This design comes from an exercise in tuning for small area and a short achievable clock period on the open sky130 flow, not from production work. RTL that was checked went through simulation tests only; none was proved equivalent to the original. Only the layout flow was run in run 3; the RTL was not checked for function there. No activity file was given, so power comes from the tool's default toggle rates.

==> design.v <==
module ip_stride #(parameter IP_TRACKER_COUNT = 8)
(
	input   logic 			clk,
	input   logic 			rst,
	input   logic   [63:0]  addr_i,
	input 	logic 	[63:0]	ip_i,
	output 	logic 	[63:0]	pref_addr1_o,
	output 	logic 	        pref_valid1_o,
	output 	logic 	[63:0]	pref_addr2_o,
	output 	logic 	        pref_valid2_o,
	output 	logic 	[63:0]	pref_addr3_o,
	output 	logic 	        pref_valid3_o
);
localparam N = IP_TRACKER_COUNT;
localparam CW = 58;
logic [63:0]   ip       [N];
logic [CW-1:0] last_cla [N];
logic [CW-1:0] pred     [N];
logic [N-1:0]  vld;
logic [N-1:0]  lru;
logic          pref_valid1, pref_valid2, pref_valid3;
logic [CW-1:0] cla;
assign cla = addr_i[63:6];
logic          ip_zero;
logic [N-1:0]  ne, vmatch, match, sel, victim, wsel;
logic          hit;
logic ip_nz;
ips_nz64 u_zero (.a(ip_i), .nz(ip_nz));
assign ip_zero = ~ip_nz;
genvar gi;
generate
	for (gi = 0; gi < N; gi++) begin : g_cmp
		ips_ne64 u_ne (.a(ip[gi]), .b(ip_i), .ne(ne[gi]));
	end
endgenerate
logic nohit;
ips_match #(.N(N)) u_match (.ne(ne), .nvld(~vld), .ipz(ip_zero), .vmatch(vmatch), .match(match), .nohit(nohit));
assign hit = ~nohit;
always_comb begin
	sel = '0;
	for (int i = 0; i < N; i++) begin
		sel[i] = match[i];
		for (int j = i + 1; j < N; j++)
			if (match[j]) sel[i] = 1'b0;
	end
end
always_comb begin
	victim = '0;
	for (int i = 0; i < N; i++) begin
		victim[i] = ~lru[i];
		for (int j = 0; j < i; j++)
			if (~lru[j]) victim[i] = 1'b0;
	end
end
logic [N*CW-1:0] lc_flat, pr_flat;
always_comb begin
	for (int i = 0; i < N; i++) begin
		lc_flat[i*CW +: CW] = last_cla[i];
		pr_flat[i*CW +: CW] = pred[i];
	end
end
logic [CW-1:0] lsel, nlsel, rd_pred;
logic [CW-1:0] rd_cla;
ips_sel8 #(.W(CW)) u_lsel (.sel(vmatch), .d(lc_flat), .q(rd_cla));
generate
	for (gi = 0; gi < CW; gi++) begin : g_nl
		ips_aoi21 u (.a1(nohit), .a2(cla[gi]), .b1(rd_cla[gi]), .y(nlsel[gi]));
	end
endgenerate
assign lsel = ~nlsel;
ips_sel8 #(.W(CW)) u_psel (.sel(vmatch), .d(pr_flat), .q(rd_pred));
logic [CW-1:0] p1, p2, p3;
ips_pref #(.W(CW)) u_pref (.c(cla), .nl(nlsel), .p1(p1), .p2(p2), .p3(p3));
assign pref_addr1_o = {p1, 6'b000000};
assign pref_addr2_o = {p2, 6'b000000};
assign pref_addr3_o = {p3, 6'b000000};
assign pref_valid1_o = pref_valid1;
assign pref_valid2_o = pref_valid2;
assign pref_valid3_o = pref_valid3;
logic stride_nz, we, stride_match;
assign stride_nz    = (cla != lsel);
assign we           = ~hit | stride_nz;
assign wsel         = hit ? sel : victim;
assign stride_match = (cla == rd_pred);
logic [N-1:0] lru_set, lru_nxt;
assign lru_set = lru | wsel;
assign lru_nxt = (&lru_set) ? wsel : lru_set;
localparam TW = 64 + 2*CW;
logic [N-1:0] wen, nwen;
logic [TW-1:0] tr_q [N];
logic [TW-1:0] tr_d [N];
assign wen  = {N{we}} & wsel;
assign nwen = ~wen;
generate
	for (gi = 0; gi < N; gi++) begin : g_hold
		assign tr_q[gi] = {ip[gi], last_cla[gi], pred[gi]};
		ips_hold #(.W(TW)) u_hold (.en(wen[gi]), .nen(nwen[gi]), .d({ip_i, cla, p1}), .q(tr_q[gi]), .y(tr_d[gi]));
	end
endgenerate
always_ff @(posedge clk) begin
	for (int i = 0; i < N; i++)
		{ip[i], last_cla[i], pred[i]} <= tr_d[i];
end
always_ff @(posedge clk) begin
	if (rst) begin
		vld         <= '0;
		lru         <= '0;
		pref_valid1 <= 1'b0;
		pref_valid2 <= 1'b0;
		pref_valid3 <= 1'b0;
	end else if (we) begin
		vld <= vld | wsel;
		lru <= lru_nxt;
		if (hit) begin
			pref_valid1 <= stride_match & (p1[CW-1:6] == cla[CW-1:6]);
			pref_valid2 <= stride_match & (p2[CW-1:6] == cla[CW-1:6]);
			pref_valid3 <= stride_match & (p3[CW-1:6] == cla[CW-1:6]);
		end
	end
end
endmodule  
module ips_aoi21 (input logic a1, input logic a2, input logic b1, output logic y);
assign y = ~((a1 & a2) | b1);
endmodule
module ips_sel8 #(parameter W = 58)
(
	input  logic [7:0]     sel,
	input  logic [8*W-1:0] d,
	output logic [W-1:0]   q
);
always_comb begin
	q = '0;
	for (int i = 0; i < 8; i++)
		q = q | ({W{sel[i]}} & d[i*W +: W]);
end
endmodule
module ips_hold #(parameter W = 180)
(
	input  logic         en,
	input  logic         nen,
	input  logic [W-1:0] d,
	input  logic [W-1:0] q,
	output logic [W-1:0] y
);
assign y = ({W{en}} & d) | ({W{nen}} & q);
endmodule
module ips_match #(parameter N = 8)
(
	input  logic [N-1:0] ne,
	input  logic [N-1:0] nvld,
	input  logic         ipz,
	output logic [N-1:0] vmatch,
	output logic [N-1:0] match,
	output logic         nohit
);
assign vmatch = ~(ne | nvld);
assign match  = vmatch | (nvld & {N{ipz}});
assign nohit  = ~(|vmatch) & ~(ipz & (|nvld));
endmodule
module ips_xor2 (input logic a, input logic b, output logic y);
assign y = a ^ b;
endmodule
module ips_xnor2 (input logic a, input logic b, output logic y);
assign y = ~(a ^ b);
endmodule
module ips_and2 (input logic a, input logic b, output logic y);
assign y = a & b;
endmodule
module ips_nor2 (input logic a, input logic b, output logic y);
assign y = ~(a | b);
endmodule
module ips_nand2 (input logic a, input logic b, output logic y);
assign y = ~(a & b);
endmodule
module ips_ao21 (input logic g, input logic p, input logic x, output logic y);
assign y = g | (p & x);
endmodule
module ips_gp (input logic gh, input logic ph, input logic gl, input logic pl,
               output logic g, output logic p);
assign g = gh | (ph & gl);
assign p = ph & pl;
endmodule
module ips_pg (input logic a, input logic b, output logic p, output logic g);
assign p = a ^ b;
assign g = a & b;
endmodule
module ips_ne64
(
	input  logic [63:0] a,
	input  logic [63:0] b,
	output logic        ne
);
logic [63:0] d;
logic [31:0] e1;
logic [15:0] n2;
logic [7:0]  e3;
logic [3:0]  n4;
logic [1:0]  e5;
genvar i;
generate
	for (i = 0; i < 64; i++) begin : g_d
		ips_xor2 u (.a(a[i]), .b(b[i]), .y(d[i]));
	end
	for (i = 0; i < 32; i++) begin : g_e1
		ips_nor2 u (.a(d[2*i]), .b(d[2*i+1]), .y(e1[i]));
	end
	for (i = 0; i < 16; i++) begin : g_n2
		ips_nand2 u (.a(e1[2*i]), .b(e1[2*i+1]), .y(n2[i]));
	end
	for (i = 0; i < 8; i++) begin : g_e3
		ips_nor2 u (.a(n2[2*i]), .b(n2[2*i+1]), .y(e3[i]));
	end
	for (i = 0; i < 4; i++) begin : g_n4
		ips_nand2 u (.a(e3[2*i]), .b(e3[2*i+1]), .y(n4[i]));
	end
	for (i = 0; i < 2; i++) begin : g_e5
		ips_nor2 u (.a(n4[2*i]), .b(n4[2*i+1]), .y(e5[i]));
	end
endgenerate
ips_nand2 u_top (.a(e5[0]), .b(e5[1]), .y(ne));
endmodule
module ips_nz64
(
	input  logic [63:0] a,
	output logic        nz
);
logic [31:0] e1;
logic [15:0] n2;
logic [7:0]  e3;
logic [3:0]  n4;
logic [1:0]  e5;
genvar i;
generate
	for (i = 0; i < 32; i++) begin : g_e1
		ips_nor2 u (.a(a[2*i]), .b(a[2*i+1]), .y(e1[i]));
	end
	for (i = 0; i < 16; i++) begin : g_n2
		ips_nand2 u (.a(e1[2*i]), .b(e1[2*i+1]), .y(n2[i]));
	end
	for (i = 0; i < 8; i++) begin : g_e3
		ips_nor2 u (.a(n2[2*i]), .b(n2[2*i+1]), .y(e3[i]));
	end
	for (i = 0; i < 4; i++) begin : g_n4
		ips_nand2 u (.a(e3[2*i]), .b(e3[2*i+1]), .y(n4[i]));
	end
	for (i = 0; i < 2; i++) begin : g_e5
		ips_nor2 u (.a(n4[2*i]), .b(n4[2*i+1]), .y(e5[i]));
	end
endgenerate
ips_nand2 u_top (.a(e5[0]), .b(e5[1]), .y(nz));
endmodule
module ips_pref #(parameter W = 58)
(
	input  logic [W-1:0] c,
	input  logic [W-1:0] nl,
	output logic [W-1:0] p1,
	output logic [W-1:0] p2,
	output logic [W-1:0] p3
);
logic [W-1:0] nl2, c2, c4;
assign nl2 = {nl[W-2:0], 1'b1};
assign c2  = {c[W-2:0], 1'b0};
assign c4  = {c[W-3:0], 2'b00};
logic [W-1:0] t2, g2, s2, k2v;
logic [W-1:0] u3, h3, s3, k3v;
genvar i;
generate
	for (i = 0; i < W; i++) begin : g_csa
		ips_pg   u_t2 (.a(c[i]), .b(c2[i]), .p(t2[i]), .g(g2[i]));
		ips_xor2 u_s2 (.a(t2[i]), .b(nl2[i]), .y(s2[i]));
		ips_ao21 u_k2 (.g(g2[i]), .p(t2[i]), .x(nl2[i]), .y(k2v[i]));
		ips_pg   u_u3 (.a(nl[i]), .b(nl2[i]), .p(u3[i]), .g(h3[i]));
		ips_xor2 u_s3 (.a(u3[i]), .b(c4[i]), .y(s3[i]));
		ips_ao21 u_k3 (.g(h3[i]), .p(u3[i]), .x(c4[i]), .y(k3v[i]));
	end
endgenerate
logic [W-1:0] k2, k3;
assign k2 = {k2v[W-2:0], 1'b0};
assign k3 = {k3v[W-2:0], 1'b1};
ips_add u_add1 (.a(c2), .b(nl), .cin(1'b1), .s(p1));
ips_add u_add2 (.a(s2), .b(k2), .cin(1'b1), .s(p2));
ips_add u_add3 (.a(s3), .b(k3), .cin(1'b1), .s(p3));
endmodule
module ips_add
(
	input  logic [57:0] a,
	input  logic [57:0] b,
	input  logic        cin,
	output logic [57:0] s
);
logic [57:0] hp, hg;
genvar i;
generate
	for (i = 0; i < 58; i++) begin : g_pg
		ips_pg u (.a(a[i]), .b(b[i]), .p(hp[i]), .g(hg[i]));
	end
endgenerate
logic g0;
ips_ao21 u_g0 (.g(hg[0]), .p(hp[0]), .x(cin), .y(g0));
logic g1_1, g1_3, p1_3, g1_5, p1_5, g1_7, p1_7, g1_9, p1_9, g1_11, p1_11, g1_13, p1_13, g1_15, p1_15, g1_17, p1_17, g1_19, p1_19, g1_21, p1_21, g1_23, p1_23, g1_25, p1_25, g1_27, p1_27, g1_29, p1_29, g1_31, p1_31, g1_33, p1_33, g1_35, p1_35, g1_37, p1_37, g1_39, p1_39, g1_41, p1_41, g1_43, p1_43, g1_45, p1_45, g1_47, p1_47, g1_49, p1_49, g1_51, p1_51, g1_53, p1_53, g1_55, p1_55, g1_57, p1_57, g2_2, g2_3, g2_6, p2_6, g2_7, p2_7, g2_10, p2_10, g2_11, p2_11, g2_14, p2_14, g2_15, p2_15, g2_18, p2_18, g2_19, p2_19, g2_22, p2_22, g2_23, p2_23, g2_26, p2_26, g2_27, p2_27, g2_30, p2_30, g2_31, p2_31, g2_34, p2_34, g2_35, p2_35, g2_38, p2_38, g2_39, p2_39, g2_42, p2_42, g2_43, p2_43, g2_46, p2_46, g2_47, p2_47, g2_50, p2_50, g2_51, p2_51, g2_54, p2_54, g2_55, p2_55, g3_4, g3_5, g3_6, g3_7, g3_12, p3_12, g3_13, p3_13, g3_14, p3_14, g3_15, p3_15, g3_20, p3_20, g3_21, p3_21, g3_22, p3_22, g3_23, p3_23, g3_28, p3_28, g3_29, p3_29, g3_30, p3_30, g3_31, p3_31, g3_36, p3_36, g3_37, p3_37, g3_38, p3_38, g3_39, p3_39, g3_44, p3_44, g3_45, p3_45, g3_46, p3_46, g3_47, p3_47, g3_52, p3_52, g3_53, p3_53, g3_54, p3_54, g3_55, p3_55, g4_8, g4_9, g4_10, g4_11, g4_12, g4_13, g4_14, g4_15, g4_24, p4_24, g4_25, p4_25, g4_26, p4_26, g4_27, p4_27, g4_28, p4_28, g4_29, p4_29, g4_30, p4_30, g4_31, p4_31, g4_40, p4_40, g4_41, p4_41, g4_42, p4_42, g4_43, p4_43, g4_44, p4_44, g4_45, p4_45, g4_46, p4_46, g4_47, p4_47, g4_56, p4_56, g4_57, p4_57, g5_16, g5_17, g5_18, g5_19, g5_20, g5_21, g5_22, g5_23, g5_24, g5_25, g5_26, g5_27, g5_28, g5_29, g5_30, g5_31, g5_48, p5_48, g5_49, p5_49, g5_50, p5_50, g5_51, p5_51, g5_52, p5_52, g5_53, p5_53, g5_54, p5_54, g5_55, p5_55, g5_56, p5_56, g5_57, p5_57, g6_32, g6_33, g6_34, g6_35, g6_36, g6_37, g6_38, g6_39, g6_40, g6_41, g6_42, g6_43, g6_44, g6_45, g6_46, g6_47, g6_48, g6_49, g6_50, g6_51, g6_52, g6_53, g6_54, g6_55, g6_56, g6_57;
ips_nd00g u_n1_1 (.gh(hg[1]), .ph(hp[1]), .gl(g0), .y(g1_1));
ips_nd00f u_n1_3 (.gh(hg[3]), .ph(hp[3]), .gl(hg[2]), .pl(hp[2]), .yg(g1_3), .yp(p1_3));
ips_nd00f u_n1_5 (.gh(hg[5]), .ph(hp[5]), .gl(hg[4]), .pl(hp[4]), .yg(g1_5), .yp(p1_5));
ips_nd00f u_n1_7 (.gh(hg[7]), .ph(hp[7]), .gl(hg[6]), .pl(hp[6]), .yg(g1_7), .yp(p1_7));
ips_nd00f u_n1_9 (.gh(hg[9]), .ph(hp[9]), .gl(hg[8]), .pl(hp[8]), .yg(g1_9), .yp(p1_9));
ips_nd00f u_n1_11 (.gh(hg[11]), .ph(hp[11]), .gl(hg[10]), .pl(hp[10]), .yg(g1_11), .yp(p1_11));
ips_nd00f u_n1_13 (.gh(hg[13]), .ph(hp[13]), .gl(hg[12]), .pl(hp[12]), .yg(g1_13), .yp(p1_13));
ips_nd00f u_n1_15 (.gh(hg[15]), .ph(hp[15]), .gl(hg[14]), .pl(hp[14]), .yg(g1_15), .yp(p1_15));
ips_nd00f u_n1_17 (.gh(hg[17]), .ph(hp[17]), .gl(hg[16]), .pl(hp[16]), .yg(g1_17), .yp(p1_17));
ips_nd00f u_n1_19 (.gh(hg[19]), .ph(hp[19]), .gl(hg[18]), .pl(hp[18]), .yg(g1_19), .yp(p1_19));
ips_nd00f u_n1_21 (.gh(hg[21]), .ph(hp[21]), .gl(hg[20]), .pl(hp[20]), .yg(g1_21), .yp(p1_21));
ips_nd00f u_n1_23 (.gh(hg[23]), .ph(hp[23]), .gl(hg[22]), .pl(hp[22]), .yg(g1_23), .yp(p1_23));
ips_nd00f u_n1_25 (.gh(hg[25]), .ph(hp[25]), .gl(hg[24]), .pl(hp[24]), .yg(g1_25), .yp(p1_25));
ips_nd00f u_n1_27 (.gh(hg[27]), .ph(hp[27]), .gl(hg[26]), .pl(hp[26]), .yg(g1_27), .yp(p1_27));
ips_nd00f u_n1_29 (.gh(hg[29]), .ph(hp[29]), .gl(hg[28]), .pl(hp[28]), .yg(g1_29), .yp(p1_29));
ips_nd00f u_n1_31 (.gh(hg[31]), .ph(hp[31]), .gl(hg[30]), .pl(hp[30]), .yg(g1_31), .yp(p1_31));
ips_nd00f u_n1_33 (.gh(hg[33]), .ph(hp[33]), .gl(hg[32]), .pl(hp[32]), .yg(g1_33), .yp(p1_33));
ips_nd00f u_n1_35 (.gh(hg[35]), .ph(hp[35]), .gl(hg[34]), .pl(hp[34]), .yg(g1_35), .yp(p1_35));
ips_nd00f u_n1_37 (.gh(hg[37]), .ph(hp[37]), .gl(hg[36]), .pl(hp[36]), .yg(g1_37), .yp(p1_37));
ips_nd00f u_n1_39 (.gh(hg[39]), .ph(hp[39]), .gl(hg[38]), .pl(hp[38]), .yg(g1_39), .yp(p1_39));
ips_nd00f u_n1_41 (.gh(hg[41]), .ph(hp[41]), .gl(hg[40]), .pl(hp[40]), .yg(g1_41), .yp(p1_41));
ips_nd00f u_n1_43 (.gh(hg[43]), .ph(hp[43]), .gl(hg[42]), .pl(hp[42]), .yg(g1_43), .yp(p1_43));
ips_nd00f u_n1_45 (.gh(hg[45]), .ph(hp[45]), .gl(hg[44]), .pl(hp[44]), .yg(g1_45), .yp(p1_45));
ips_nd00f u_n1_47 (.gh(hg[47]), .ph(hp[47]), .gl(hg[46]), .pl(hp[46]), .yg(g1_47), .yp(p1_47));
ips_nd00f u_n1_49 (.gh(hg[49]), .ph(hp[49]), .gl(hg[48]), .pl(hp[48]), .yg(g1_49), .yp(p1_49));
ips_nd00f u_n1_51 (.gh(hg[51]), .ph(hp[51]), .gl(hg[50]), .pl(hp[50]), .yg(g1_51), .yp(p1_51));
ips_nd00f u_n1_53 (.gh(hg[53]), .ph(hp[53]), .gl(hg[52]), .pl(hp[52]), .yg(g1_53), .yp(p1_53));
ips_nd00f u_n1_55 (.gh(hg[55]), .ph(hp[55]), .gl(hg[54]), .pl(hp[54]), .yg(g1_55), .yp(p1_55));
ips_nd00f u_n1_57 (.gh(hg[57]), .ph(hp[57]), .gl(hg[56]), .pl(hp[56]), .yg(g1_57), .yp(p1_57));
ips_nd01g u_n2_2 (.gh(hg[2]), .ph(hp[2]), .gl(g1_1), .y(g2_2));
ips_nd11g u_n2_3 (.gh(g1_3), .ph(p1_3), .gl(g1_1), .y(g2_3));
ips_nd01f u_n2_6 (.gh(hg[6]), .ph(hp[6]), .gl(g1_5), .pl(p1_5), .yg(g2_6), .yp(p2_6));
ips_nd11f u_n2_7 (.gh(g1_7), .ph(p1_7), .gl(g1_5), .pl(p1_5), .yg(g2_7), .yp(p2_7));
ips_nd01f u_n2_10 (.gh(hg[10]), .ph(hp[10]), .gl(g1_9), .pl(p1_9), .yg(g2_10), .yp(p2_10));
ips_nd11f u_n2_11 (.gh(g1_11), .ph(p1_11), .gl(g1_9), .pl(p1_9), .yg(g2_11), .yp(p2_11));
ips_nd01f u_n2_14 (.gh(hg[14]), .ph(hp[14]), .gl(g1_13), .pl(p1_13), .yg(g2_14), .yp(p2_14));
ips_nd11f u_n2_15 (.gh(g1_15), .ph(p1_15), .gl(g1_13), .pl(p1_13), .yg(g2_15), .yp(p2_15));
ips_nd01f u_n2_18 (.gh(hg[18]), .ph(hp[18]), .gl(g1_17), .pl(p1_17), .yg(g2_18), .yp(p2_18));
ips_nd11f u_n2_19 (.gh(g1_19), .ph(p1_19), .gl(g1_17), .pl(p1_17), .yg(g2_19), .yp(p2_19));
ips_nd01f u_n2_22 (.gh(hg[22]), .ph(hp[22]), .gl(g1_21), .pl(p1_21), .yg(g2_22), .yp(p2_22));
ips_nd11f u_n2_23 (.gh(g1_23), .ph(p1_23), .gl(g1_21), .pl(p1_21), .yg(g2_23), .yp(p2_23));
ips_nd01f u_n2_26 (.gh(hg[26]), .ph(hp[26]), .gl(g1_25), .pl(p1_25), .yg(g2_26), .yp(p2_26));
ips_nd11f u_n2_27 (.gh(g1_27), .ph(p1_27), .gl(g1_25), .pl(p1_25), .yg(g2_27), .yp(p2_27));
ips_nd01f u_n2_30 (.gh(hg[30]), .ph(hp[30]), .gl(g1_29), .pl(p1_29), .yg(g2_30), .yp(p2_30));
ips_nd11f u_n2_31 (.gh(g1_31), .ph(p1_31), .gl(g1_29), .pl(p1_29), .yg(g2_31), .yp(p2_31));
ips_nd01f u_n2_34 (.gh(hg[34]), .ph(hp[34]), .gl(g1_33), .pl(p1_33), .yg(g2_34), .yp(p2_34));
ips_nd11f u_n2_35 (.gh(g1_35), .ph(p1_35), .gl(g1_33), .pl(p1_33), .yg(g2_35), .yp(p2_35));
ips_nd01f u_n2_38 (.gh(hg[38]), .ph(hp[38]), .gl(g1_37), .pl(p1_37), .yg(g2_38), .yp(p2_38));
ips_nd11f u_n2_39 (.gh(g1_39), .ph(p1_39), .gl(g1_37), .pl(p1_37), .yg(g2_39), .yp(p2_39));
ips_nd01f u_n2_42 (.gh(hg[42]), .ph(hp[42]), .gl(g1_41), .pl(p1_41), .yg(g2_42), .yp(p2_42));
ips_nd11f u_n2_43 (.gh(g1_43), .ph(p1_43), .gl(g1_41), .pl(p1_41), .yg(g2_43), .yp(p2_43));
ips_nd01f u_n2_46 (.gh(hg[46]), .ph(hp[46]), .gl(g1_45), .pl(p1_45), .yg(g2_46), .yp(p2_46));
ips_nd11f u_n2_47 (.gh(g1_47), .ph(p1_47), .gl(g1_45), .pl(p1_45), .yg(g2_47), .yp(p2_47));
ips_nd01f u_n2_50 (.gh(hg[50]), .ph(hp[50]), .gl(g1_49), .pl(p1_49), .yg(g2_50), .yp(p2_50));
ips_nd11f u_n2_51 (.gh(g1_51), .ph(p1_51), .gl(g1_49), .pl(p1_49), .yg(g2_51), .yp(p2_51));
ips_nd01f u_n2_54 (.gh(hg[54]), .ph(hp[54]), .gl(g1_53), .pl(p1_53), .yg(g2_54), .yp(p2_54));
ips_nd11f u_n2_55 (.gh(g1_55), .ph(p1_55), .gl(g1_53), .pl(p1_53), .yg(g2_55), .yp(p2_55));
ips_nd00g u_n3_4 (.gh(hg[4]), .ph(hp[4]), .gl(g2_3), .y(g3_4));
ips_nd10g u_n3_5 (.gh(g1_5), .ph(p1_5), .gl(g2_3), .y(g3_5));
ips_nd10g u_n3_6 (.gh(g2_6), .ph(p2_6), .gl(g2_3), .y(g3_6));
ips_nd00g u_n3_7 (.gh(g2_7), .ph(p2_7), .gl(g2_3), .y(g3_7));
ips_nd00f u_n3_12 (.gh(hg[12]), .ph(hp[12]), .gl(g2_11), .pl(p2_11), .yg(g3_12), .yp(p3_12));
ips_nd10f u_n3_13 (.gh(g1_13), .ph(p1_13), .gl(g2_11), .pl(p2_11), .yg(g3_13), .yp(p3_13));
ips_nd10f u_n3_14 (.gh(g2_14), .ph(p2_14), .gl(g2_11), .pl(p2_11), .yg(g3_14), .yp(p3_14));
ips_nd00f u_n3_15 (.gh(g2_15), .ph(p2_15), .gl(g2_11), .pl(p2_11), .yg(g3_15), .yp(p3_15));
ips_nd00f u_n3_20 (.gh(hg[20]), .ph(hp[20]), .gl(g2_19), .pl(p2_19), .yg(g3_20), .yp(p3_20));
ips_nd10f u_n3_21 (.gh(g1_21), .ph(p1_21), .gl(g2_19), .pl(p2_19), .yg(g3_21), .yp(p3_21));
ips_nd10f u_n3_22 (.gh(g2_22), .ph(p2_22), .gl(g2_19), .pl(p2_19), .yg(g3_22), .yp(p3_22));
ips_nd00f u_n3_23 (.gh(g2_23), .ph(p2_23), .gl(g2_19), .pl(p2_19), .yg(g3_23), .yp(p3_23));
ips_nd00f u_n3_28 (.gh(hg[28]), .ph(hp[28]), .gl(g2_27), .pl(p2_27), .yg(g3_28), .yp(p3_28));
ips_nd10f u_n3_29 (.gh(g1_29), .ph(p1_29), .gl(g2_27), .pl(p2_27), .yg(g3_29), .yp(p3_29));
ips_nd10f u_n3_30 (.gh(g2_30), .ph(p2_30), .gl(g2_27), .pl(p2_27), .yg(g3_30), .yp(p3_30));
ips_nd00f u_n3_31 (.gh(g2_31), .ph(p2_31), .gl(g2_27), .pl(p2_27), .yg(g3_31), .yp(p3_31));
ips_nd00f u_n3_36 (.gh(hg[36]), .ph(hp[36]), .gl(g2_35), .pl(p2_35), .yg(g3_36), .yp(p3_36));
ips_nd10f u_n3_37 (.gh(g1_37), .ph(p1_37), .gl(g2_35), .pl(p2_35), .yg(g3_37), .yp(p3_37));
ips_nd10f u_n3_38 (.gh(g2_38), .ph(p2_38), .gl(g2_35), .pl(p2_35), .yg(g3_38), .yp(p3_38));
ips_nd00f u_n3_39 (.gh(g2_39), .ph(p2_39), .gl(g2_35), .pl(p2_35), .yg(g3_39), .yp(p3_39));
ips_nd00f u_n3_44 (.gh(hg[44]), .ph(hp[44]), .gl(g2_43), .pl(p2_43), .yg(g3_44), .yp(p3_44));
ips_nd10f u_n3_45 (.gh(g1_45), .ph(p1_45), .gl(g2_43), .pl(p2_43), .yg(g3_45), .yp(p3_45));
ips_nd10f u_n3_46 (.gh(g2_46), .ph(p2_46), .gl(g2_43), .pl(p2_43), .yg(g3_46), .yp(p3_46));
ips_nd00f u_n3_47 (.gh(g2_47), .ph(p2_47), .gl(g2_43), .pl(p2_43), .yg(g3_47), .yp(p3_47));
ips_nd00f u_n3_52 (.gh(hg[52]), .ph(hp[52]), .gl(g2_51), .pl(p2_51), .yg(g3_52), .yp(p3_52));
ips_nd10f u_n3_53 (.gh(g1_53), .ph(p1_53), .gl(g2_51), .pl(p2_51), .yg(g3_53), .yp(p3_53));
ips_nd10f u_n3_54 (.gh(g2_54), .ph(p2_54), .gl(g2_51), .pl(p2_51), .yg(g3_54), .yp(p3_54));
ips_nd00f u_n3_55 (.gh(g2_55), .ph(p2_55), .gl(g2_51), .pl(p2_51), .yg(g3_55), .yp(p3_55));
ips_nd01g u_n4_8 (.gh(hg[8]), .ph(hp[8]), .gl(g3_7), .y(g4_8));
ips_nd11g u_n4_9 (.gh(g1_9), .ph(p1_9), .gl(g3_7), .y(g4_9));
ips_nd11g u_n4_10 (.gh(g2_10), .ph(p2_10), .gl(g3_7), .y(g4_10));
ips_nd01g u_n4_11 (.gh(g2_11), .ph(p2_11), .gl(g3_7), .y(g4_11));
ips_nd11g u_n4_12 (.gh(g3_12), .ph(p3_12), .gl(g3_7), .y(g4_12));
ips_nd01g u_n4_13 (.gh(g3_13), .ph(p3_13), .gl(g3_7), .y(g4_13));
ips_nd01g u_n4_14 (.gh(g3_14), .ph(p3_14), .gl(g3_7), .y(g4_14));
ips_nd11g u_n4_15 (.gh(g3_15), .ph(p3_15), .gl(g3_7), .y(g4_15));
ips_nd01f u_n4_24 (.gh(hg[24]), .ph(hp[24]), .gl(g3_23), .pl(p3_23), .yg(g4_24), .yp(p4_24));
ips_nd11f u_n4_25 (.gh(g1_25), .ph(p1_25), .gl(g3_23), .pl(p3_23), .yg(g4_25), .yp(p4_25));
ips_nd11f u_n4_26 (.gh(g2_26), .ph(p2_26), .gl(g3_23), .pl(p3_23), .yg(g4_26), .yp(p4_26));
ips_nd01f u_n4_27 (.gh(g2_27), .ph(p2_27), .gl(g3_23), .pl(p3_23), .yg(g4_27), .yp(p4_27));
ips_nd11f u_n4_28 (.gh(g3_28), .ph(p3_28), .gl(g3_23), .pl(p3_23), .yg(g4_28), .yp(p4_28));
ips_nd01f u_n4_29 (.gh(g3_29), .ph(p3_29), .gl(g3_23), .pl(p3_23), .yg(g4_29), .yp(p4_29));
ips_nd01f u_n4_30 (.gh(g3_30), .ph(p3_30), .gl(g3_23), .pl(p3_23), .yg(g4_30), .yp(p4_30));
ips_nd11f u_n4_31 (.gh(g3_31), .ph(p3_31), .gl(g3_23), .pl(p3_23), .yg(g4_31), .yp(p4_31));
ips_nd01f u_n4_40 (.gh(hg[40]), .ph(hp[40]), .gl(g3_39), .pl(p3_39), .yg(g4_40), .yp(p4_40));
ips_nd11f u_n4_41 (.gh(g1_41), .ph(p1_41), .gl(g3_39), .pl(p3_39), .yg(g4_41), .yp(p4_41));
ips_nd11f u_n4_42 (.gh(g2_42), .ph(p2_42), .gl(g3_39), .pl(p3_39), .yg(g4_42), .yp(p4_42));
ips_nd01f u_n4_43 (.gh(g2_43), .ph(p2_43), .gl(g3_39), .pl(p3_39), .yg(g4_43), .yp(p4_43));
ips_nd11f u_n4_44 (.gh(g3_44), .ph(p3_44), .gl(g3_39), .pl(p3_39), .yg(g4_44), .yp(p4_44));
ips_nd01f u_n4_45 (.gh(g3_45), .ph(p3_45), .gl(g3_39), .pl(p3_39), .yg(g4_45), .yp(p4_45));
ips_nd01f u_n4_46 (.gh(g3_46), .ph(p3_46), .gl(g3_39), .pl(p3_39), .yg(g4_46), .yp(p4_46));
ips_nd11f u_n4_47 (.gh(g3_47), .ph(p3_47), .gl(g3_39), .pl(p3_39), .yg(g4_47), .yp(p4_47));
ips_nd01f u_n4_56 (.gh(hg[56]), .ph(hp[56]), .gl(g3_55), .pl(p3_55), .yg(g4_56), .yp(p4_56));
ips_nd11f u_n4_57 (.gh(g1_57), .ph(p1_57), .gl(g3_55), .pl(p3_55), .yg(g4_57), .yp(p4_57));
ips_nd00g u_n5_16 (.gh(hg[16]), .ph(hp[16]), .gl(g4_15), .y(g5_16));
ips_nd10g u_n5_17 (.gh(g1_17), .ph(p1_17), .gl(g4_15), .y(g5_17));
ips_nd10g u_n5_18 (.gh(g2_18), .ph(p2_18), .gl(g4_15), .y(g5_18));
ips_nd00g u_n5_19 (.gh(g2_19), .ph(p2_19), .gl(g4_15), .y(g5_19));
ips_nd10g u_n5_20 (.gh(g3_20), .ph(p3_20), .gl(g4_15), .y(g5_20));
ips_nd00g u_n5_21 (.gh(g3_21), .ph(p3_21), .gl(g4_15), .y(g5_21));
ips_nd00g u_n5_22 (.gh(g3_22), .ph(p3_22), .gl(g4_15), .y(g5_22));
ips_nd10g u_n5_23 (.gh(g3_23), .ph(p3_23), .gl(g4_15), .y(g5_23));
ips_nd10g u_n5_24 (.gh(g4_24), .ph(p4_24), .gl(g4_15), .y(g5_24));
ips_nd00g u_n5_25 (.gh(g4_25), .ph(p4_25), .gl(g4_15), .y(g5_25));
ips_nd00g u_n5_26 (.gh(g4_26), .ph(p4_26), .gl(g4_15), .y(g5_26));
ips_nd10g u_n5_27 (.gh(g4_27), .ph(p4_27), .gl(g4_15), .y(g5_27));
ips_nd00g u_n5_28 (.gh(g4_28), .ph(p4_28), .gl(g4_15), .y(g5_28));
ips_nd10g u_n5_29 (.gh(g4_29), .ph(p4_29), .gl(g4_15), .y(g5_29));
ips_nd10g u_n5_30 (.gh(g4_30), .ph(p4_30), .gl(g4_15), .y(g5_30));
ips_nd00g u_n5_31 (.gh(g4_31), .ph(p4_31), .gl(g4_15), .y(g5_31));
ips_nd00f u_n5_48 (.gh(hg[48]), .ph(hp[48]), .gl(g4_47), .pl(p4_47), .yg(g5_48), .yp(p5_48));
ips_nd10f u_n5_49 (.gh(g1_49), .ph(p1_49), .gl(g4_47), .pl(p4_47), .yg(g5_49), .yp(p5_49));
ips_nd10f u_n5_50 (.gh(g2_50), .ph(p2_50), .gl(g4_47), .pl(p4_47), .yg(g5_50), .yp(p5_50));
ips_nd00f u_n5_51 (.gh(g2_51), .ph(p2_51), .gl(g4_47), .pl(p4_47), .yg(g5_51), .yp(p5_51));
ips_nd10f u_n5_52 (.gh(g3_52), .ph(p3_52), .gl(g4_47), .pl(p4_47), .yg(g5_52), .yp(p5_52));
ips_nd00f u_n5_53 (.gh(g3_53), .ph(p3_53), .gl(g4_47), .pl(p4_47), .yg(g5_53), .yp(p5_53));
ips_nd00f u_n5_54 (.gh(g3_54), .ph(p3_54), .gl(g4_47), .pl(p4_47), .yg(g5_54), .yp(p5_54));
ips_nd10f u_n5_55 (.gh(g3_55), .ph(p3_55), .gl(g4_47), .pl(p4_47), .yg(g5_55), .yp(p5_55));
ips_nd10f u_n5_56 (.gh(g4_56), .ph(p4_56), .gl(g4_47), .pl(p4_47), .yg(g5_56), .yp(p5_56));
ips_nd00f u_n5_57 (.gh(g4_57), .ph(p4_57), .gl(g4_47), .pl(p4_47), .yg(g5_57), .yp(p5_57));
ips_nd01g u_n6_32 (.gh(hg[32]), .ph(hp[32]), .gl(g5_31), .y(g6_32));
ips_nd11g u_n6_33 (.gh(g1_33), .ph(p1_33), .gl(g5_31), .y(g6_33));
ips_nd11g u_n6_34 (.gh(g2_34), .ph(p2_34), .gl(g5_31), .y(g6_34));
ips_nd01g u_n6_35 (.gh(g2_35), .ph(p2_35), .gl(g5_31), .y(g6_35));
ips_nd11g u_n6_36 (.gh(g3_36), .ph(p3_36), .gl(g5_31), .y(g6_36));
ips_nd01g u_n6_37 (.gh(g3_37), .ph(p3_37), .gl(g5_31), .y(g6_37));
ips_nd01g u_n6_38 (.gh(g3_38), .ph(p3_38), .gl(g5_31), .y(g6_38));
ips_nd11g u_n6_39 (.gh(g3_39), .ph(p3_39), .gl(g5_31), .y(g6_39));
ips_nd11g u_n6_40 (.gh(g4_40), .ph(p4_40), .gl(g5_31), .y(g6_40));
ips_nd01g u_n6_41 (.gh(g4_41), .ph(p4_41), .gl(g5_31), .y(g6_41));
ips_nd01g u_n6_42 (.gh(g4_42), .ph(p4_42), .gl(g5_31), .y(g6_42));
ips_nd11g u_n6_43 (.gh(g4_43), .ph(p4_43), .gl(g5_31), .y(g6_43));
ips_nd01g u_n6_44 (.gh(g4_44), .ph(p4_44), .gl(g5_31), .y(g6_44));
ips_nd11g u_n6_45 (.gh(g4_45), .ph(p4_45), .gl(g5_31), .y(g6_45));
ips_nd11g u_n6_46 (.gh(g4_46), .ph(p4_46), .gl(g5_31), .y(g6_46));
ips_nd01g u_n6_47 (.gh(g4_47), .ph(p4_47), .gl(g5_31), .y(g6_47));
ips_nd11g u_n6_48 (.gh(g5_48), .ph(p5_48), .gl(g5_31), .y(g6_48));
ips_nd01g u_n6_49 (.gh(g5_49), .ph(p5_49), .gl(g5_31), .y(g6_49));
ips_nd01g u_n6_50 (.gh(g5_50), .ph(p5_50), .gl(g5_31), .y(g6_50));
ips_nd11g u_n6_51 (.gh(g5_51), .ph(p5_51), .gl(g5_31), .y(g6_51));
ips_nd01g u_n6_52 (.gh(g5_52), .ph(p5_52), .gl(g5_31), .y(g6_52));
ips_nd11g u_n6_53 (.gh(g5_53), .ph(p5_53), .gl(g5_31), .y(g6_53));
ips_nd11g u_n6_54 (.gh(g5_54), .ph(p5_54), .gl(g5_31), .y(g6_54));
ips_nd01g u_n6_55 (.gh(g5_55), .ph(p5_55), .gl(g5_31), .y(g6_55));
ips_nd01g u_n6_56 (.gh(g5_56), .ph(p5_56), .gl(g5_31), .y(g6_56));
ips_nd11g u_n6_57 (.gh(g5_57), .ph(p5_57), .gl(g5_31), .y(g6_57));
ips_xor2 u_s0 (.a(hp[0]), .b(cin), .y(s[0]));
ips_xor2 u_s1 (.a(hp[1]), .b(g0), .y(s[1]));
ips_xnor2 u_s2 (.a(hp[2]), .b(g1_1), .y(s[2]));
ips_xnor2 u_s3 (.a(hp[3]), .b(g2_2), .y(s[3]));
ips_xor2 u_s4 (.a(hp[4]), .b(g2_3), .y(s[4]));
ips_xnor2 u_s5 (.a(hp[5]), .b(g3_4), .y(s[5]));
ips_xor2 u_s6 (.a(hp[6]), .b(g3_5), .y(s[6]));
ips_xor2 u_s7 (.a(hp[7]), .b(g3_6), .y(s[7]));
ips_xnor2 u_s8 (.a(hp[8]), .b(g3_7), .y(s[8]));
ips_xnor2 u_s9 (.a(hp[9]), .b(g4_8), .y(s[9]));
ips_xor2 u_s10 (.a(hp[10]), .b(g4_9), .y(s[10]));
ips_xor2 u_s11 (.a(hp[11]), .b(g4_10), .y(s[11]));
ips_xnor2 u_s12 (.a(hp[12]), .b(g4_11), .y(s[12]));
ips_xor2 u_s13 (.a(hp[13]), .b(g4_12), .y(s[13]));
ips_xnor2 u_s14 (.a(hp[14]), .b(g4_13), .y(s[14]));
ips_xnor2 u_s15 (.a(hp[15]), .b(g4_14), .y(s[15]));
ips_xor2 u_s16 (.a(hp[16]), .b(g4_15), .y(s[16]));
ips_xnor2 u_s17 (.a(hp[17]), .b(g5_16), .y(s[17]));
ips_xor2 u_s18 (.a(hp[18]), .b(g5_17), .y(s[18]));
ips_xor2 u_s19 (.a(hp[19]), .b(g5_18), .y(s[19]));
ips_xnor2 u_s20 (.a(hp[20]), .b(g5_19), .y(s[20]));
ips_xor2 u_s21 (.a(hp[21]), .b(g5_20), .y(s[21]));
ips_xnor2 u_s22 (.a(hp[22]), .b(g5_21), .y(s[22]));
ips_xnor2 u_s23 (.a(hp[23]), .b(g5_22), .y(s[23]));
ips_xor2 u_s24 (.a(hp[24]), .b(g5_23), .y(s[24]));
ips_xor2 u_s25 (.a(hp[25]), .b(g5_24), .y(s[25]));
ips_xnor2 u_s26 (.a(hp[26]), .b(g5_25), .y(s[26]));
ips_xnor2 u_s27 (.a(hp[27]), .b(g5_26), .y(s[27]));
ips_xor2 u_s28 (.a(hp[28]), .b(g5_27), .y(s[28]));
ips_xnor2 u_s29 (.a(hp[29]), .b(g5_28), .y(s[29]));
ips_xor2 u_s30 (.a(hp[30]), .b(g5_29), .y(s[30]));
ips_xor2 u_s31 (.a(hp[31]), .b(g5_30), .y(s[31]));
ips_xnor2 u_s32 (.a(hp[32]), .b(g5_31), .y(s[32]));
ips_xnor2 u_s33 (.a(hp[33]), .b(g6_32), .y(s[33]));
ips_xor2 u_s34 (.a(hp[34]), .b(g6_33), .y(s[34]));
ips_xor2 u_s35 (.a(hp[35]), .b(g6_34), .y(s[35]));
ips_xnor2 u_s36 (.a(hp[36]), .b(g6_35), .y(s[36]));
ips_xor2 u_s37 (.a(hp[37]), .b(g6_36), .y(s[37]));
ips_xnor2 u_s38 (.a(hp[38]), .b(g6_37), .y(s[38]));
ips_xnor2 u_s39 (.a(hp[39]), .b(g6_38), .y(s[39]));
ips_xor2 u_s40 (.a(hp[40]), .b(g6_39), .y(s[40]));
ips_xor2 u_s41 (.a(hp[41]), .b(g6_40), .y(s[41]));
ips_xnor2 u_s42 (.a(hp[42]), .b(g6_41), .y(s[42]));
ips_xnor2 u_s43 (.a(hp[43]), .b(g6_42), .y(s[43]));
ips_xor2 u_s44 (.a(hp[44]), .b(g6_43), .y(s[44]));
ips_xnor2 u_s45 (.a(hp[45]), .b(g6_44), .y(s[45]));
ips_xor2 u_s46 (.a(hp[46]), .b(g6_45), .y(s[46]));
ips_xor2 u_s47 (.a(hp[47]), .b(g6_46), .y(s[47]));
ips_xnor2 u_s48 (.a(hp[48]), .b(g6_47), .y(s[48]));
ips_xor2 u_s49 (.a(hp[49]), .b(g6_48), .y(s[49]));
ips_xnor2 u_s50 (.a(hp[50]), .b(g6_49), .y(s[50]));
ips_xnor2 u_s51 (.a(hp[51]), .b(g6_50), .y(s[51]));
ips_xor2 u_s52 (.a(hp[52]), .b(g6_51), .y(s[52]));
ips_xnor2 u_s53 (.a(hp[53]), .b(g6_52), .y(s[53]));
ips_xor2 u_s54 (.a(hp[54]), .b(g6_53), .y(s[54]));
ips_xor2 u_s55 (.a(hp[55]), .b(g6_54), .y(s[55]));
ips_xnor2 u_s56 (.a(hp[56]), .b(g6_55), .y(s[56]));
ips_xnor2 u_s57 (.a(hp[57]), .b(g6_56), .y(s[57]));
endmodule
module ips_nd00f (input logic gh, input logic ph, input logic gl, input logic pl,
                  output logic yg, output logic yp);
assign yg = ~(gh | (ph & gl));
assign yp = ~(ph & pl);
endmodule
module ips_nd00g (input logic gh, input logic ph, input logic gl, output logic y);
assign y = ~(gh | (ph & gl));
endmodule
module ips_nd01f (input logic gh, input logic ph, input logic gl, input logic pl,
                  output logic yg, output logic yp);
assign yg = ~(gh | (ph & ~gl));
assign yp = ~(ph & ~pl);
endmodule
module ips_nd01g (input logic gh, input logic ph, input logic gl, output logic y);
assign y = ~(gh | (ph & ~gl));
endmodule
module ips_nd10f (input logic gh, input logic ph, input logic gl, input logic pl,
                  output logic yg, output logic yp);
assign yg = (~gh | (~ph & gl));
assign yp = (~ph & pl);
endmodule
module ips_nd10g (input logic gh, input logic ph, input logic gl, output logic y);
assign y = (~gh | (~ph & gl));
endmodule
module ips_nd11f (input logic gh, input logic ph, input logic gl, input logic pl,
                  output logic yg, output logic yp);
assign yg = (~gh | (~ph & ~gl));
assign yp = (~ph & ~pl);
endmodule
module ips_nd11g (input logic gh, input logic ph, input logic gl, output logic y);
assign y = (~gh | (~ph & ~gl));
endmodule
==> flow/run.sh <==
#!/bin/bash
# Layout flow: the standard flow (standard synthesis unchanged), with
#  - a setup margin for the resizer's timing repair,
#  - plain buffers (instead of the default delay-cell buffers) on the ports,
#  - a clock tree of small clock buffers over small sink clusters,
#    without dummy loads.
# Each tool's full output goes to the ORFS logs under orfs/logs; make's own
# output goes to standard.log.
set -euo pipefail
MARGIN=${MARGIN:-6}
bash standard.sh \
  SETUP_SLACK_MARGIN=$MARGIN \
  "BUFFER_PORTS_ARGS=-buffer_cell sky130_fd_sc_hd__buf_2" \
  "CTS_ARGS=-sink_clustering_enable -repair_clock_nets -dont_use_dummy_load -buf_list sky130_fd_sc_hd__clkbuf_4 -sink_clustering_size 8 -sink_clustering_max_diameter 35" \
  finish > standard.log 2>&1
==> standard.sh <==
#!/bin/bash
# synth_recipe.tcl (not shown) runs the flow's synth.tcl, then flattens the netlist and writes it again
# the make line also repeats each setting of config.mk as NAME=value (left out here)
make -C /OpenROAD-flow-scripts/flow DESIGN_CONFIG=/design/flow/config.mk WORK_HOME=/design/flow/orfs CLKGATE_MAP_FILE= SYNTH_SCRIPT=/design/flow/synth_recipe.tcl "${@:-finish}"
==> config.mk <==
export PLATFORM = sky130hd
export DESIGN_NAME = ip_stride
export DESIGN_NICKNAME = ip_stride
export VERILOG_FILES = /design/flow/design.v
export SDC_FILE = /design/flow/constraint.sdc
export NUM_CORES = 4
export LEC_CHECK = 0
export CAP_MARGIN = 20
export CORE_MARGIN = 2
export CORE_UTILIZATION = 40
export SETUP_SLACK_MARGIN = 5
export SLEW_MARGIN = 20
export SYNTH_HIERARCHICAL = 1
export TNS_END_PERCENT = 5
==> constraint.sdc <==
create_clock -name core_clock -period 20.0 [get_ports {clk}]
set_input_delay 4.0000 -clock core_clock [delete_from_list [all_inputs] [get_ports {clk}]]
set_output_delay 4.0000 -clock core_clock [all_outputs]
set_load 0.01 [all_outputs]
==> results of run 1 <==
[how the worst min path moves through the flow]
stage,end,slack (ps)
2_1_floorplan,last_cla[0][56],440
3_3_place_gp,last_cla[3][44],450
3_5_place_dp,pred[1][31],450
4_1_cts,last_cla[0][50],470
5_1_grt,pred[6][30],480
6_report,pred[1][48],470
[worst register-to-register path: cells and delay by family (launching register included)]
family | cells | cell delay, ps
DFF | 1 | 360
AOI/OAI and AO/OA | 2 | 710
and+or+nand+nor | 13 | 3820
xor gates and xnor gates | 2 | 510
buffers and inverters | 7 | 3230
[state kept, by name, summed over array words and instances, names as in the netlist]
signal / cells
pref_valid3: 1
last_cla: 464
pref_valid2: 1
lru: 8
vld: 8
ip: 512
pref_valid1: 1
pred: 464
[Yosys stat by module (local to each module, per instance), excerpt]
module / times used / area, sq um
ip_stride: 1 / 33200
ips_nd11f: 63 / 8.76
ips_nor2: 378 / 3.75
ips_xor2: 715 / 8.76
ips_nd00f: 129 / 12.5
ips_pg: 290 / 12.5
ips_nand2: 189 / 3.75
ips_nd10f: 51 / 15.0
ips_nd00g: 33 / 8.76
ips_nd01g: 54 / 12.5
ips_nd01f: 66 / 18.8
ips_xnor2: 87 / 8.76
ips_nd10g: 30 / 12.5
ips_aoi21: 58 / 8.76
ips_ao21: 117 / 7.51
[stage by stage]
stage / instances / area, sq um / hold slack, ps / total power, W
2_1_floorplan: 7315 / 73700 / 440 / 0.00555
3_3_place_gp: 9593 / 75800 / 452 / 0.00645
3_5_place_dp: 9593 / 75800 / 453 / 0.00651
4_1_cts: 9910 / 79000 / 469 / 0.00831
5_1_grt: 9934 / 79400 / 482 / 0.00874
6_report: 9944 / 79500 / 465 / 0.00837
[kinds of logic (layout without fill, tap and decap cells)]
| logic type | after synthesis | count (layout) | synth area share [%] |
|---|---|---|---|
| XOR/XNOR | 1074 | 1074 | 12.9 |
| adder cells (fa/ha/maj) | 290 | 290 | 4.97 |
| buffers and inverters | 719 | 948 | 5.72 |
| flip-flops | 1459 | 1459 | 40.0 |
| AO/OA/AOI/OAI | 2606 | 2611 | 29.3 |
| AND/OR/NAND/NOR | 1131 | 1132 | 7.06 |
| multiplexers | 1 | 1 | 0.0137 |
| other | 3 | 59 | 0.0154 |
[area by class of cell]
class                   count  area share [%]
repair buffers            436            3.84
clock buffers             285            2.69
well taps                2370            3.73
multi-input cells        5143            51.8
diodes                     24          0.0756
flip-flops and latches   1459            36.8
inverters                 227            1.15
[per-layer routing]
metal	track usage [%]	share of wire [%]
met1	35.2	41
met2	42.5	43
met3	5.94	8.0
met4	20.0	7.8
met5	0	0.027
[report_power, final]
part           switching, W  leakage [nW]  total (W)  internal [W]
Combinational       0.00171          20.3    0.00281       0.00110
Sequential         0.000341          12.0    0.00383       0.00349
Clock               0.00107          1.31    0.00173      0.000654
[timing repair]
action,in CTS,in global routing
pin swaps,15,5
setup buffers,25,7
setup endpoints to repair,145,106
endpoints found under the hold margin,0,0
gates cloned,7,3
gates resized for setup,134,57
[cell usage in the layout, fill, tap and decap left out, types with 26 or more instances in the layout]
cell type,instances
a21o_1,125
a21oi_2,299
a21oi_4,45
a22o_1,1440
a22oi_1,464
buf_2,261
buf_4,131
clkbuf_4,293
conb_1,35
dfxtp_1,1459
ha_1,288
inv_1,219
nand2_1,318
nand2b_1,66
nand4_1,166
nor2_1,429
nor2b_1,51
nor4_1,43
o21ai_1,147
o21ai_2,40
xnor2_1,147
xor2_1,862
xor2_2,26
==> run notes, run 1 <==
number of global-route vias before repair=58,700; post-route worst setup slack=6020 ps; Site Rows=between 150 and 200; main flop type after synthesis=dfxtp_1; total grt overflow=0; post-route ant nets=0; max frequency=71.6 MHz; worst hold-check path type=flop to flop; Worst slew margin=between 10% and 20%; peak supply drop=between 0.00005 and 0.00006 V; sequential cell area=slightly below 30,000 sq um; sequential-to-total area share from yosys stat=40.0%; mapped cell area=73,000 sq um; Hold Path Origin=pred[1][48]; Clock Latency Late Sink=approximately 1400 ps; Worst setup startpoint=ip_i[1]; RSZ-0062 raised after global routing=true; outcome=timing/DRC/antenna clean; routed wire length=271,000 um; die width=~430 um; Pleak=~34 nW; Worst Hold Depth=1; power per cell area=105 nW/um^2; half-perimeter wire length after placement=about 160,000 um; Worst Path Arrival=~10000 ps; first drt pass iteration count=8; input/output buffers=300; antenna violations before repair=28; critical path type=input pin to output pin; syn_area_per_cell=between 10 and 15 sq um; DIE HEIGHT=431 um; H-tree depth=5; GPL Wtd Cong=just over 1; Startpoint Class=input pin; slowest CP cell=xnor2_1; routed vias=between 60,000 and 70,000; Vias/cell=around 6.1; number of flops mapped to enable cells by yosys=0; FF-to-FF path depth=24; Reg-to-Reg Start=ip[1][2]; CTS clk-pin slew, worst paths=~50 ps; nature of the critical path endpoint=output pin; top cells by area in the synthesized netlist=dfxtp_1 40%, a22o_1 17%, xor2_1 11%, ha_1 5.0%, a22oi_1 4.8%; CTS Buf Count=285; Worst-Margin Slew=1290 ps; synth unique cells=50; Fin. Hold Viols=0; CTS root buf=clkbuf_4; nets=between 7,000 and 8,000; worst r2r dst=pred[1][12]; hold buffers post-CTS=0; fin util=43.9%; Synthesis Warnings=17; largest net degree at the start of global routing=~130; most frequent cells after synthesis=1,459 x dfxtp_1, 1,440 x a22o_1, 892 x xor2_1; share of layout cells above drive strength 1=~16%; Worst path top cell family by delay=buffers and inverters; ys async rst share=0%; cell taking the most area after synthesis=dfxtp_1; crit path to=pref_addr3_o[35]; area share of the largest cell type after synthesis=roughly two fifths; Max Root-Sink Buffers=4; endpoints failing setup=0; final setup TNS=0 ps; WP data required=between 15,000 and 20,000 ps; fin crit share=between 60% and 70%; Worst path max stage delay=780 ps; Max Slew Vio Count=0; dpl ws=4390 ps; CTS tree=built; Core Footprint=181,000 sq um; Bufs and invs on worst path=7; count leader, synth=dfxtp_1; first-pass GRT wire length=around 400,000 um; CP Max Fanout=23; Period minus WS final=approximately 14,000 ps; GRT Overall Usage=28.0%; die area=about 190,000 sq um; fillers=17,400; # DRC=0; area of the multi-input gates=roughly 41,000 sq um; max_cap viols=0; area grow syn2layout=8.87%; clk sinks=around 1,500; clock skew=116 ps; Crit path depth=28; Routed WL per cell=about 27 um; reg2reg setup slack=11,230 ps; Synth Instances=roughly 7,300; Initial Util=40.3%; initial drt markers=5,609; Ports=325; Seq cells post-synth=~1,500
==> run 2: changes to the inputs <==
--- a/flow/run.sh
+++ b/flow/run.sh
@@ -7,7 +7,7 @@
 # Each tool's full output goes to the ORFS logs under orfs/logs; make's own
 # output goes to standard.log.
 set -euo pipefail
-MARGIN=${MARGIN:-6}
+MARGIN=${MARGIN:-6.5}
 bash standard.sh \
   SETUP_SLACK_MARGIN=$MARGIN \
   "BUFFER_PORTS_ARGS=-buffer_cell sky130_fd_sc_hd__buf_2" \
==> run 2 against run 1 <==
Against the previous run: critical path depth unchanged; clock-buffer cell count unchanged; combinational power up 5%; synthesized cell count unchanged; cell count up 0.62%; critical endpoint is now pref_addr3_o[48]; largest cell class unchanged.
==> run notes, run 2 <==
clk sinks=approximately 1,500; CTS Buf Count=roughly 290; CTS tree=built; initial drt markers=between 5,000 and 6,000; Period minus WS final=between 10,000 and 15,000 ps; Seq cells post-synth=between 1,000 and 1,500; # DRC=0; area share of the largest cell type after synthesis=about two fifths; CP dominant cell by count=nand2_1; final setup TNS=0 ps; Worst Path Arrival=roughly 9600 ps; FF-to-FF path depth=25; most common cell after layout, fill and taps aside=dfxtp_1; mapped cell area=~73,000 sq um; routed vias=around 60,000; post-synthesis xor/xnor area fraction=about 13%; final instance area=around 81,000 sq um; flip-flop count of the largest register after layout=between 500 and 600; Vias/cell=a little over 6; half-perimeter wire length after placement=~160,000 um; routed wire length=around 270,000 um; area grow syn2layout=11.4%; Initial Util=about 40%; endpoints failing setup=0; Max Root-Sink Buffers=4; Adder-Cell Fraction of Synth Area=4.97%; Reg-to-Reg Start=ip[1][3]; fin crit share=between 60% and 70%; placed cell area=approximately 76,000 sq um; Worst slew margin=about an eighth; top cells by area in the synthesized netlist=dfxtp_1 40%, a22o_1 17%, xor2_1 11%, ha_1 5.0%, a22oi_1 4.8%; CTS root buf=clkbuf_4; H-tree depth=5; WHS=~470 ps; crit path to=pref_addr3_o[48]; Worst path max stage delay=between 300 and 400 ps; power per cell area=approximately 100 nW/um^2; CP Max Fanout=36; worst r2r dst=pred[1][9]; Routed WL per cell=around 27 um; reg2reg setup slack=approximately 11,000 ps; Site Rows=between 150 and 200; largest net degree at the start of global routing=about 130; max frequency=between 70 and 80 MHz; Ports=around 330; die area=roughly 190,000 sq um; largest family of logic cells by synthesized area=compound AO/OA/AOI/OAI gates; nets=8,037; RSZ-0062 raised after global routing=true; post-route ant nets=0; synth unique cells=50; Synth Instances=7,283; die width=roughly 430 um; Clock Latency Late Sink=1380 ps; sequential-to-total area share from yosys stat=roughly two fifths; ys async rst share=0%; Fin. Hold Viols=0; main flop type after synthesis=dfxtp_1; total grt overflow=0; GRT Overall Usage=28.2%; antenna violations before repair=26; first-pass GRT wire length=approximately 400,000 um; Core Footprint=between 150,000 and 200,000 sq um; clock skew=125 ps; complex-gate fraction of the synthesized area=approximately 29%; Startpoint Class=input pin; worst hold-check path type=flop to flop; number of global-route vias before repair=between 50,000 and 60,000; Synth Area in Simple Gates=under 10%; slowest CP cell=ha_2; input/output buffers=300; share of layout cells above drive strength 1=~18%; most frequent cells after synthesis=1,459 x dfxtp_1, 1,440 x a22o_1, 892 x xor2_1; WP data required=between 15,000 and 20,000 ps; cell taking the most area after synthesis=dfxtp_1; DIE HEIGHT=about 430 um; Max Slew Vio Count=0; nature of the critical path endpoint=output pin; syn_area_per_cell=between 10 and 15 sq um; first drt pass iteration count=8; Synthesis Warnings=17; max_cap viols=0; peak supply drop=approximately 0.000057 V; number of flops mapped to enable cells by yosys=0; CTS clk-pin slew, worst paths=about 50 ps; critical path type=input pin to output pin; highest-count cells in the layout ignoring fill and taps=1,459 x dfxtp_1, 1,440 x a22o_1, 845 x xor2_1; GPL Wtd Cong=slightly above 1; Pleak=~34 nW; Worst setup startpoint=ip_i[5]; count leader, synth=dfxtp_1; Worst-Margin Slew=between 1000 and 1500 ps; outcome=timing/DRC/antenna clean; multiplexer share of the synthesized area=less than 1%; total power=~0.0085 W
-- run 2: cell count changes in the layout (fill, tap and decap cells not counted), moves of 17 or more --
cell / before / now
a21oi_2: 299 / 274
a21oi_4: 45 / 70
buf_2: 261 / 234
buf_4: 131 / 163
buf_6: 7 / 53
ha_1: 288 / 270
xor2_1: 862 / 845
-- run 2: timing repair --
item | 4_1_cts | 5_1_grt
pin swaps | 27 | 36
hold endpoints to repair | 0 | 0
gates resized for setup | 286 | 141
gates cloned | 10 | 5
buffers inserted | 43 | 48
setup endpoints to repair | 161 | 116
hold buffers | 0 | 0
-- run 2: kinds of logic after synthesis --
family                   count (synthesis)
AO/OA/AOI/OAI                         2606
XOR/XNOR                              1074
other                                    3
adder cells (fa/ha/maj)                290
AND/OR/NAND/NOR                       1131
multiplexers                             1
flip-flops                            1459
buffers and inverters                  719
-- run 2: worst min-delay path by stage --
| stage | startpoint | end | slack (ps) | cells past startpoint |
|---|---|---|---|---|
| floorplan | last_cla[0][56] | last_cla[0][56] | 440 | 1 |
| global placement | last_cla[3][44] | last_cla[3][44] | 450 | 1 |
| detailed placement | pred[1][31] | pred[1][31] | 450 | 1 |
| CTS | last_cla[0][50] | last_cla[0][50] | 470 | 1 |
| global route | pred[6][30] | pred[6][30] | 480 | 1 |
| finish | pred[1][48] | pred[1][48] | 470 | 1 |
-- run 2: area by class of cell --
type | count | area (sq um)
Clock buffer | 285 | 2140
Multi-Input combinational cell | 5142 | 42000
Sequential cell | 1459 | 29200
Inverter | 227 | 912
Tap cell | 2370 | 2970
Timing Repair Buffer | 502 | 4090
Antenna cell | 21 | 52.6
Fill cell | 17200 | 99800
-- run 2: power breakdown --
| part | total (W) | leakage (nW) | switching [W] | internal [W] |
|---|---|---|---|---|
| Clock | 0.00172 | 1.31 | 0.00107 | 0.000654 |
| Combinational | 0.00294 | 21.0 | 0.00176 | 0.00118 |
| Sequential | 0.00383 | 12.0 | 0.000341 | 0.00349 |
| Total | 0.00850 | 34.3 | 0.00317 | 0.00533 |
-- run 2: Yosys stat by module (local to each module, per instance), a selection --
module / cells / flip-flops and latches / cell area, sq um / times used
ip_stride: 1999 / 1459 / 33200 / 1
ips_ao21: 1 / 0 / 7.51 / 117
ips_nd10g: 2 / 0 / 12.5 / 30
ips_nd11f: 2 / 0 / 8.76 / 63
ips_nor2: 1 / 0 / 3.75 / 378
ips_pg: 1 / 0 / 12.5 / 290
ips_xnor2: 1 / 0 / 8.76 / 87
-- run 2: layer usage --
layer | vias to the layer above | GRT usage [%] | wire length, um
li1 | 27300 | - | -
met1 | 30000 | 35.5 | 112000
met2 | 2898 | 42.6 | 119000
met3 | 704 | 6.15 | 22200
met4 | 10 | 20.4 | 21000
met5 | - | 0 | 70
-- run 2: stage by stage --
stage,instances,utilization (%),worst slack (ps)
2_1_floorplan,7315,-,5320
3_3_place_gp,9593,41.8,4430
3_5_place_dp,9593,41.8,4390
4_1_cts,9931,44.2,6460
5_1_grt,9998,44.9,6370
6_report,10000,44.9,6420
-- run 2: critical path, delay by kind of cell --
family          cells  cell delay (ps)
compound gates      8             1120
xor+xnor            2              510
fa+ha+maj           2              770
buf+inv             7             1390
simple gates        9             1660
==> run 3: changes to the inputs <==
--- a/design.v
+++ b/design.v
@@ -61,14 +61,22 @@
 end
 logic [CW-1:0] lsel, nlsel, rd_pred;
 logic [CW-1:0] rd_cla;
-ips_sel8 #(.W(CW)) u_lsel (.sel(vmatch), .d(lc_flat), .q(rd_cla));
+logic [N-1:0]  vm_l, vm_p;
+ips_vm #(.N(N)) u_vm_l (.ne(ne), .nvld(~vld), .vm(vm_l));
+ips_vm #(.N(N)) u_vm_p (.ne(ne), .nvld(~vld), .vm(vm_p));
+ips_sel8 #(.W(CW)) u_lsel (.sel(vm_l), .d(lc_flat), .q(rd_cla));
+localparam NG = 4;
+logic [NG-1:0] nohit_d;
 generate
+	for (gi = 0; gi < NG; gi++) begin : g_nh
+		ips_nohit #(.N(N)) u (.ne(ne), .nvld(~vld), .ipz(ip_zero), .nohit(nohit_d[gi]));
+	end
 	for (gi = 0; gi < CW; gi++) begin : g_nl
-		ips_aoi21 u (.a1(nohit), .a2(cla[gi]), .b1(rd_cla[gi]), .y(nlsel[gi]));
+		ips_aoi21 u (.a1(nohit_d[gi * NG / CW]), .a2(cla[gi]), .b1(rd_cla[gi]), .y(nlsel[gi]));
 	end
 endgenerate
 assign lsel = ~nlsel;
-ips_sel8 #(.W(CW)) u_psel (.sel(vmatch), .d(pr_flat), .q(rd_pred));
+ips_sel8 #(.W(CW)) u_psel (.sel(vm_p), .d(pr_flat), .q(rd_pred));
 logic [CW-1:0] p1, p2, p3;
 ips_pref #(.W(CW)) u_pref (.c(cla), .nl(nlsel), .p1(p1), .p2(p2), .p3(p3));
 assign pref_addr1_o = {p1, 6'b000000};
@@ -157,6 +165,23 @@
 assign match  = vmatch | (nvld & {N{ipz}});
 assign nohit  = ~(|vmatch) & ~(ipz & (|nvld));
 endmodule
+module ips_vm #(parameter N = 8)
+(
+	input  logic [N-1:0] ne,
+	input  logic [N-1:0] nvld,
+	output logic [N-1:0] vm
+);
+assign vm = ~(ne | nvld);
+endmodule
+module ips_nohit #(parameter N = 8)
+(
+	input  logic [N-1:0] ne,
+	input  logic [N-1:0] nvld,
+	input  logic         ipz,
+	output logic         nohit
+);
+assign nohit = ~(|(~(ne | nvld))) & ~(ipz & (|nvld));
+endmodule
 module ips_xor2 (input logic a, input logic b, output logic y);
 assign y = a ^ b;
 endmodule
@@ -181,8 +206,8 @@
 assign p = ph & pl;
 endmodule
 module ips_pg (input logic a, input logic b, output logic p, output logic g);
-assign p = a ^ b;
-assign g = a & b;
+ips_xor2 u_p (.a(a), .b(b), .y(p));
+ips_and2 u_g (.a(a), .b(b), .y(g));
 endmodule
 module ips_ne64
 (
==> flow/run.sh (replaced) <==
#!/bin/bash
# Layout flow: the standard flow (standard synthesis unchanged), with
#  - a setup margin for the resizer's timing repair,
#  - plain buffers (instead of the default delay-cell buffers) on the ports,
#  - a clock tree of mid-size clock buffers over larger sink clusters,
#    without dummy loads.
# Each tool's full output goes to the ORFS logs under orfs/logs; make's own
# output goes to standard.log.
set -euo pipefail
MARGIN=${MARGIN:-7}
bash standard.sh \
  SETUP_SLACK_MARGIN=$MARGIN \
  "BUFFER_PORTS_ARGS=-buffer_cell sky130_fd_sc_hd__buf_2" \
  "CTS_ARGS=-sink_clustering_enable -repair_clock_nets -dont_use_dummy_load -buf_list sky130_fd_sc_hd__clkbuf_8 -sink_clustering_size 16 -sink_clustering_max_diameter 50" \
  finish > standard.log 2>&1
--- a/config.mk
+++ b/config.mk
@@ -11,4 +11,3 @@
 export SETUP_SLACK_MARGIN = 5
 export SLEW_MARGIN = 20
 export SYNTH_HIERARCHICAL = 1
-export TNS_END_PERCENT = 5
==> run 3 against run 2 <==
Against the previous run: still clean; sequential power hardly changed; sequential share of layout area is 1.7 points lower; synthesized cell count is 4.9% higher; clock-buffer cell count is 136 lower; via count is 4.6% higher; critical path depth is 2 higher; final area is 5.1% higher; maximum frequency is 4.8% higher; area after synthesis is 1.5% higher.
==> run notes, run 3 <==
Core Footprint=183,000 sq um; CP Max Fanout=17; total grt overflow=0; routed vias=about 64,000; hold buffers post-CTS=0; Site Rows=157; area of the multi-input gates=about 44,000 sq um; share of layout cells above drive strength 1=about a fifth; syn_area_per_cell=between 9 and 10 sq um; die width=~430 um; mapped cell area=roughly 74,000 sq um; flip-flop count of the largest register after layout=approximately 500; H-tree depth=4; number of global-route vias before repair=60,100; Bufs and invs on worst path=9; routed wire length=283,000 um; Worst path top cell family by delay=compound AO/OA/AOI/OAI gates; # DRC=0; input/output buffers=300; half-perimeter wire length after placement=about 170,000 um; area grow syn2layout=15.4%; Synth Instances=about 7,600; first-pass GRT wire length=between 400,000 and 500,000 um; Fin. Hold Viols=0; largest net degree at the start of global routing=126; Initial Util=between 40% and 50%; antenna violations before repair=34; reg2reg setup slack=between 10,000 and 15,000 ps; die area=around 190,000 sq um; clock skew=93.5 ps; Worst slew margin=a little under a fifth; Max Slew Vio Count=0; Startpoint Class=input pin; initial drt markers=slightly below 7,000; Routed WL per cell=26.8 um; GPL Wtd Cong=about 0.98; GRT Overall Usage=between 20% and 30%; max frequency=77.2 MHz; sequential cell area=between 20,000 and 30,000 sq um; first drt pass iteration count=6; Post-Layout Cell Count=~11,000; highest-count cells in the layout ignoring fill and taps=1,459 x dfxtp_1, 1,440 x a22o_1, 1,014 x xor2_1; final setup TNS=0 ps; fillers=roughly 17,000; max_cap viols=0; post-route worst setup slack=7040 ps; endpoints failing setup=0; peak supply drop=approximately 0.00006 V; Placed Cells=10,100; outcome=timing/DRC/antenna clean; Max Root-Sink Buffers=3; power per cell area=99.3 nW/um^2; nature of the critical path endpoint=output pin; Period minus WS final=between 10,000 and 15,000 ps; Clock Latency Late Sink=between 900 and 1000 ps; DIE HEIGHT=between 400 and 500 um; fin crit share=approximately two thirds; critical path type=input pin to output pin; nets=~8,200; Ports=325; CTS Buf Count=149; slowest CP cell=or4_4; Worst Path Arrival=approximately 9000 ps; clk sinks=approximately 1,500; CP dominant cell by count=a21oi_4; CTS clk-pin slew, worst paths=roughly 70 ps; Vias/cell=just over 6; WP data required=around 16,000 ps; worst hold-check path type=flop to flop; Worst-Margin Slew=around 1200 ps; Synthesis Warnings=17; Worst path max stage delay=around 550 ps; RSZ-0062 raised after global routing=true; post-route ant nets=0; dpl ws=just under 5000 ps; Pleak=about 35 nW; CTS root buf=clkbuf_8; most common cell after layout, fill and taps aside=dfxtp_1; CTS tree=built; total power=~0.0085 W
[run 3: changes by cell type in the layout (fill, tap and decap cells not counted), moves of 21 or more]
cell / previous run / this run
xor2_2: 36 / 154
ha_1: 270 / 0
and2_1: 1 / 285
nor2_4: 22 / 47
clkbuf_4: 285 / 0
xnor2_1: 142 / 165
nor2_1: 418 / 397
buf_4: 163 / 366
xor2_1: 845 / 1014
buf_12: 25 / 53
clkbuf_8: 1 / 149
[run 3: area by class of cell]
class,instances,area share (%)
multi-input cells,5503,51.3
flip-flops and latches,1459,34.2
repair buffers,735,7.38
well taps,2464,3.61
clock buffers,149,2.40
inverters,229,1.08
diodes,11,0.0322
[run 3: per-stage QoR]
step                      utilization (%)  cell area, sq um  hold slack, ps
after floorplan                         -             74200             440
after global placement               41.9             76900             452
after detailed placement             41.9             76900             453
after CTS                            45.2             83000             471
after global routing                 46.6             85400             478
final                                46.6             85500             472
[run 3: report_power, final]
part / internal (W) / switching, W
clock: 0.000662 / 0.00100
sequential: 0.00349 / 0.000341
combinational: 0.00122 / 0.00177
total: 0.00538 / 0.00311
[run 3: path summary, 6_finish.rpt]
path	start	to	cells after the start
max	ip_i[61]	pref_addr3_o[56]	30
min	pred[5][48]	pred[5][48]	1
max reg2reg	ip[2][63]	last_cla[0][47]	23
min reg2reg	pred[5][48]	pred[5][48]	1
[run 3: what timing repair did]
| action | CTS | global route |
|---|---|---|
| endpoints found under the setup margin | 161 | 97 |
| resized for setup | 443 | 254 |
| pin swaps | 97 | 80 |
| gates cloned | 14 | 9 |
| buffers inserted | 169 | 95 |
[run 3: worst register-to-register path, delay by kind of cell, from the launching register on]
family,cells,cell delay (ps)
AO/OA/AOI/OAI,4,1080
flip-flops,1,320
buffers and inverters,6,2480
AND/OR/NAND/NOR,11,2420
XOR/XNOR,2,780
[run 3: per-layer routing]
| metal | share of wire [%] | wire length [um] | global-route usage (%) | vias up |
|---|---|---|---|---|
| met5 | 0.064 | 182 | 0 | - |
| met4 | 6.6 | 18800 | 16.1 | 28 |
| met3 | 9.7 | 27300 | 6.47 | 889 |
| met2 | 43 | 121000 | 42.8 | 3296 |
| met1 | 41 | 115000 | 37.1 | 31400 |
| li1 | - | - | - | 28200 |
